This design comes from an exercise in tuning for small area and a short achievable clock period on the open sky130 flow, not from production work. At most, simulation tests tie the RTL to the original design; equivalence was not proved.

Design cpu, start of the top module:
module cpu (
    input  wire        clk,
    input  wire        reset,
    output wire [7:0]  mem_addr,
    output wire [31:0] mem_wdata,
    output wire        mem_we,
    input  wire [31:0] mem_rdata
);
    localparam [5:0] S_RESET = 6'd0,  S_FETCH = 6'd1,  S_DECODE = 6'd2,
                     S_OVF   = 6'd3,  S_404   = 6'd4,  S_DIV0   = 6'd5,
                     S_ADD   = 6'd6,  S_AND   = 6'd7,  S_DIV    = 6'd8,
                     S_MULT  = 6'd9,  S_JR    = 6'd10, S_MFHI   = 6'd11,
                     S_MFLO  = 6'd12, S_SLL   = 6'd13, S_SLLV   = 6'd14,
                     S_SLT   = 6'd15, S_SRA   = 6'd16, S_SRAV   = 6'd17,
                     S_SRL   = 6'd18, S_SUB   = 6'd19, S_BREAK  = 6'd20,
                     S_RTE   = 6'd21, S_ADDM  = 6'd22, S_ADDI   = 6'd23,
                     S_ADDIU = 6'd24, S_BEQ   = 6'd25, S_BNE    = 6'd26,
                     S_BLE   = 6'd27, S_BGT   = 6'd28, S_SLLM   = 6'd29,
                     S_LB    = 6'd30, S_LH    = 6'd31, S_LUI    = 6'd32,
                     S_LW    = 6'd33, S_SB    = 6'd34, S_SH     = 6'd35,
                     S_SLTI  = 6'd36, S_SW    = 6'd37, S_J      = 6'd38,
                     S_JAL   = 6'd39;
    reg  [5:0]  st;       
    reg  [3:0]  cnt;      
    reg  [5:0]  last;     
    reg         ovf_chk;  
    wire        ovf_trap;
    reg  [31:0] PC, EPC, ALUOut, A, B, IR;
    wire [5:0]  OPCODE = IR[31:26];
    wire [4:0]  RS     = IR[25:21];
    wire [4:0]  RT     = IR[20:16];
    wire [4:0]  RD     = IR[15:11];
    wire [15:0] IMM    = IR[15:0];
    wire [5:0]  FUNCT  = IR[5:0];
    wire        OVERFLOW, LESS, GT, ZERO;
    wire        MultStop, DivStop, DivZero;
    wire c0 = (cnt == 4'd0);
    wire c1 = (cnt == 4'd1);
    wire c2 = (cnt == 4'd2);
    wire c4 = (cnt == 4'd4);
    wire c5 = (cnt == 4'd5);
    wire f0  = (st == S_FETCH) && c0;
  ...
Settings: LEC_CHECK=0, CAP_MARGIN=20, CORE_MARGIN=2, CORE_UTILIZATION=62, CTS_BUF_LIST=sky130_fd_sc_hd__clkbuf_16, CTS_CLUSTER_DIAMETER=80, CTS_CLUSTER_SIZE=16, SETUP_SLACK_MARGIN=4.2, SLEW_MARGIN=20; clock period 8.0 ns.
standard.sh (not shown) runs the stock make flow with config.mk's settings and CLKGATE_MAP_FILE= SYNTH_SCRIPT=/design/flow/synth_recipe.tcl, a recipe that flattens the netlist after the stock synthesis.
==> flow/flow/run.sh <==
#!/bin/bash
# Own flow: the standard layout (standard synthesis, floorplan, power grid,
# placement, CTS, routing), with two changes to how cells are chosen:
#  - timing repair may resize cells to other footprints (MATCH_CELL_FOOTPRINT=0),
#  - ports are buffered with sky130_fd_sc_hd__buf_4 instead of a delay cell.
# make's full output goes to standard_make.log; ORFS keeps each step's log
# under orfs/logs/.
set -euo pipefail
bash standard.sh MATCH_CELL_FOOTPRINT=0 \
    'BUFFER_PORTS_ARGS=-buffer_cell sky130_fd_sc_hd__buf_4' \
    finish > standard_make.log 2>&1
The starting point finished with timing, DRC and antenna clean.
Next try:
Settings changed: CORE_UTILIZATION 62 to 55.
Result: The changed run finished with timing, DRC and antenna clean; die area is higher by roughly a tenth; routed wire length climbs slightly; count of clock-buffer cells in the layout came out lower by 3; clock skew came out higher by 11 ps; setup slack improves by 94 ps.

Setup of the previous run:
Another version of the RTL of cpu (not shown whole).
Size in the first run: roughly 75 I/O pins, about 59000 um2 of cells after synthesis.
clock: 8.0 ns
lec_check: 0
cap_margin: 20
core_margin: 2
core_utilization: 55
cts_buf_list: sky130_fd_sc_hd__clkbuf_8
cts_cluster_size: 30
setup_slack_margin: 4.4
slew_margin: 20
run.sh (not shown) runs the stock make flow with config.mk's settings and CLKGATE_MAP_FILE= SYNTH_SCRIPT=/design/flow/synth_recipe.tcl, a recipe that flattens the netlist after the stock synthesis.
Stock flow here: none of the scripts above is used.
Input changes introduced in the current run (baseline for comparison: the previous run):
Settings: SETUP_SLACK_MARGIN changed from 4.4 to 3.9.
[summary]
[the current run vs the previous run] count of clock-buffer cells in the layout: lower in the current run. The current run vs the previous run, instance count: the current run lower. The current run ends up with lower global-route met2 utilization than the previous run does. Number of maximum-capacitance violations: the current run vs the previous run identical. Summary — maximum clock rate, the current run relative to the previous run: lower, by 6.4 MHz. Comparing the current run against the previous run, there is no change at all in number of failing setup endpoints in the final timing report.
Function was not checked in any run of this note: the RTL went through the layout flow alone.

Another version of the RTL of cpu (not shown whole).
For scale: about 5700 cells after synthesis, roughly 1500 flip-flops, about 58000 sq um of cells after synthesis.
// cpu
module cpu (
    input  wire        clk,
    input  wire        reset,
    output wire [7:0]  mem_addr,
    output wire [31:0] mem_wdata,
    output wire        mem_we,
    input  wire [31:0] mem_rdata
);
    localparam [5:0] S_RESET = 6'd0,  S_FETCH = 6'd1,  S_DECODE = 6'd2,
                     S_OVF   = 6'd3,  S_404   = 6'd4,  S_DIV0   = 6'd5,
                     S_ADD   = 6'd6,  S_AND   = 6'd7,  S_DIV    = 6'd8,
                     S_MULT  = 6'd9,  S_JR    = 6'd10, S_MFHI   = 6'd11,
                     S_MFLO  = 6'd12, S_SLL   = 6'd13, S_SLLV   = 6'd14,
                     S_SLT   = 6'd15, S_SRA   = 6'd16, S_SRAV   = 6'd17,
                     S_SRL   = 6'd18, S_SUB   = 6'd19, S_BREAK  = 6'd20,
                     S_RTE   = 6'd21, S_ADDM  = 6'd22, S_ADDI   = 6'd23,
                     S_ADDIU = 6'd24, S_BEQ   = 6'd25, S_BNE    = 6'd26,
                     S_BLE   = 6'd27, S_BGT   = 6'd28, S_SLLM   = 6'd29,
                     S_LB    = 6'd30, S_LH    = 6'd31, S_LUI    = 6'd32,
                     S_LW    = 6'd33, S_SB    = 6'd34, S_SH     = 6'd35,
                     S_SLTI  = 6'd36, S_SW    = 6'd37, S_J      = 6'd38,
                     S_JAL   = 6'd39;
  ...
clock: 8.0 ns
lec_check: 0
cap_margin: 20
core_margin: 2
core_utilization: 55
cts_buf_list: sky130_fd_sc_hd__clkbuf_8
cts_cluster_size: 30
setup_slack_margin: 3.6
slew_margin: 20
standard.sh (not shown) runs the stock make flow with config.mk's settings and CLKGATE_MAP_FILE= SYNTH_SCRIPT=/design/flow/synth_recipe.tcl, a recipe that flattens the netlist after the stock synthesis.
Scripts as last shown in full above: flow/flow/run.sh
Edit:
==> flow/run.sh (new file) <==
#!/bin/bash
# synth_recipe.tcl (not shown) runs the flow's synth.tcl, then flattens the netlist and writes it again
# the make line also repeats each setting of config.mk as NAME=value (left out here)
make -C /OpenROAD-flow-scripts/flow DESIGN_CONFIG=/design/flow/config.mk WORK_HOME=/design/flow/orfs CLKGATE_MAP_FILE= SYNTH_SCRIPT=/design/flow/synth_recipe.tcl finish
removed: flow/flow/run.sh
removed: flow/standard.sh
What happened: Routed wire length hardly moves. Critical path depth falls by 1. Design area increases by about 0.9%. Non-clock buffer count went up by 18.

cpu, a different RTL version from the one above (not shown whole).
Size in the first run: roughly 1500 flip-flops, ~75 I/O pins.
## cpu
module cpu (
    input  wire        clk,
    input  wire        reset,
    output wire [7:0]  mem_addr,
    output wire [31:0] mem_wdata,
    output wire        mem_we,
    input  wire [31:0] mem_rdata
);
==> flow/config.mk <==
export PLATFORM = sky130hd
export DESIGN_NAME = cpu
export DESIGN_NICKNAME = cpu
export VERILOG_FILES = /design/flow/design.v
export SDC_FILE = /design/flow/constraint.sdc
export NUM_CORES = 4
export LEC_CHECK = 0
export CAP_MARGIN = 20
export CORE_MARGIN = 2
export CORE_UTILIZATION = 55
export CTS_BUF_LIST = sky130_fd_sc_hd__clkbuf_16
export CTS_CLUSTER_DIAMETER = 100
export CTS_CLUSTER_SIZE = 20
export SETUP_SLACK_MARGIN = 4.0
export SLEW_MARGIN = 20
==> flow/constraint.sdc <==
create_clock -name core_clock -period 8.0 [get_ports {clk}]
set_input_delay 1.6000 -clock core_clock [delete_from_list [all_inputs] [get_ports {clk}]]
set_output_delay 1.6000 -clock core_clock [all_outputs]
set_load 0.01 [all_outputs]
==> flow/flow/run.sh <==
#!/bin/bash
# Own flow: the standard layout (standard synthesis, floorplan, power grid,
# placement, CTS, routing), with two changes to how cells are chosen:
#  - timing repair may resize cells to other footprints (MATCH_CELL_FOOTPRINT=0),
#  - ports are buffered with sky130_fd_sc_hd__buf_4 instead of a delay cell.
# make's full output goes to standard_make.log; ORFS keeps each step's log
# under orfs/logs/.
set -euo pipefail
bash standard.sh MATCH_CELL_FOOTPRINT=0 \
    'BUFFER_PORTS_ARGS=-buffer_cell sky130_fd_sc_hd__buf_4' \
    finish > standard_make.log 2>&1
The starting point completed with no timing, DRC or antenna violations.
Change:
CTS_CLUSTER_DIAMETER = 80   (was 100)
CTS_CLUSTER_SIZE = 16   (was 20)
SETUP_SLACK_MARGIN = 4.2   (was 4.0)
Outcome: The new run finished with timing, DRC and antenna clean. Clock skew shrinks by 0.028 ns. Utilization grows by 1.6 points. Die area is unchanged.

re-timing with driven ports:
No port has a modelled driver above. Below, the same layouts with a new extraction and two added sets of constraints. Step 1 sets driving cells, clkbuf_16 on the clock port and buf_2 on the other inputs (assumed; they add their load-dependent delay and slew). Step 2 times the ports against the registers' clock, not the clock port: input delays grow and output delays shrink by t, the midpoint of the rising clock arrivals with the driver on. Slacks: ideal ports / drivers / drivers and shift; pairs: ideal ports / drivers.
run | t (ns) | setup WS [ns] | worst data-port slew with drivers (ns)
the first run of note 1 | 0.782 | 3.853 / 3.817 / 3.726 | 0.40
the second run of note 1 | 0.817 | 3.948 / 3.907 / 3.544 | 0.28
the previous run | 1.015 | 3.923 / 3.615 / 3.364 | 0.53
the current run | 0.992 | 3.815 / 3.779 / 3.447 | 0.21
the first run of note 3 | 0.966 | 3.564 / 3.528 / 3.409 | 0.05
the second run of note 3 | 0.981 | 3.577 / 3.531 / 3.422 | 0.06
the first run of note 4 | 0.796 | 3.879 / 3.867 / 3.867 | 0.24
the second run of note 4 | 0.799 | 4.082 / 3.810 / 3.605 | 0.35
After both steps setup and hold are still met in every run listed. For the previous run, which loses most, drivers alone change the setup slack by -0.308 ns; drivers and shift together by -0.559 ns.
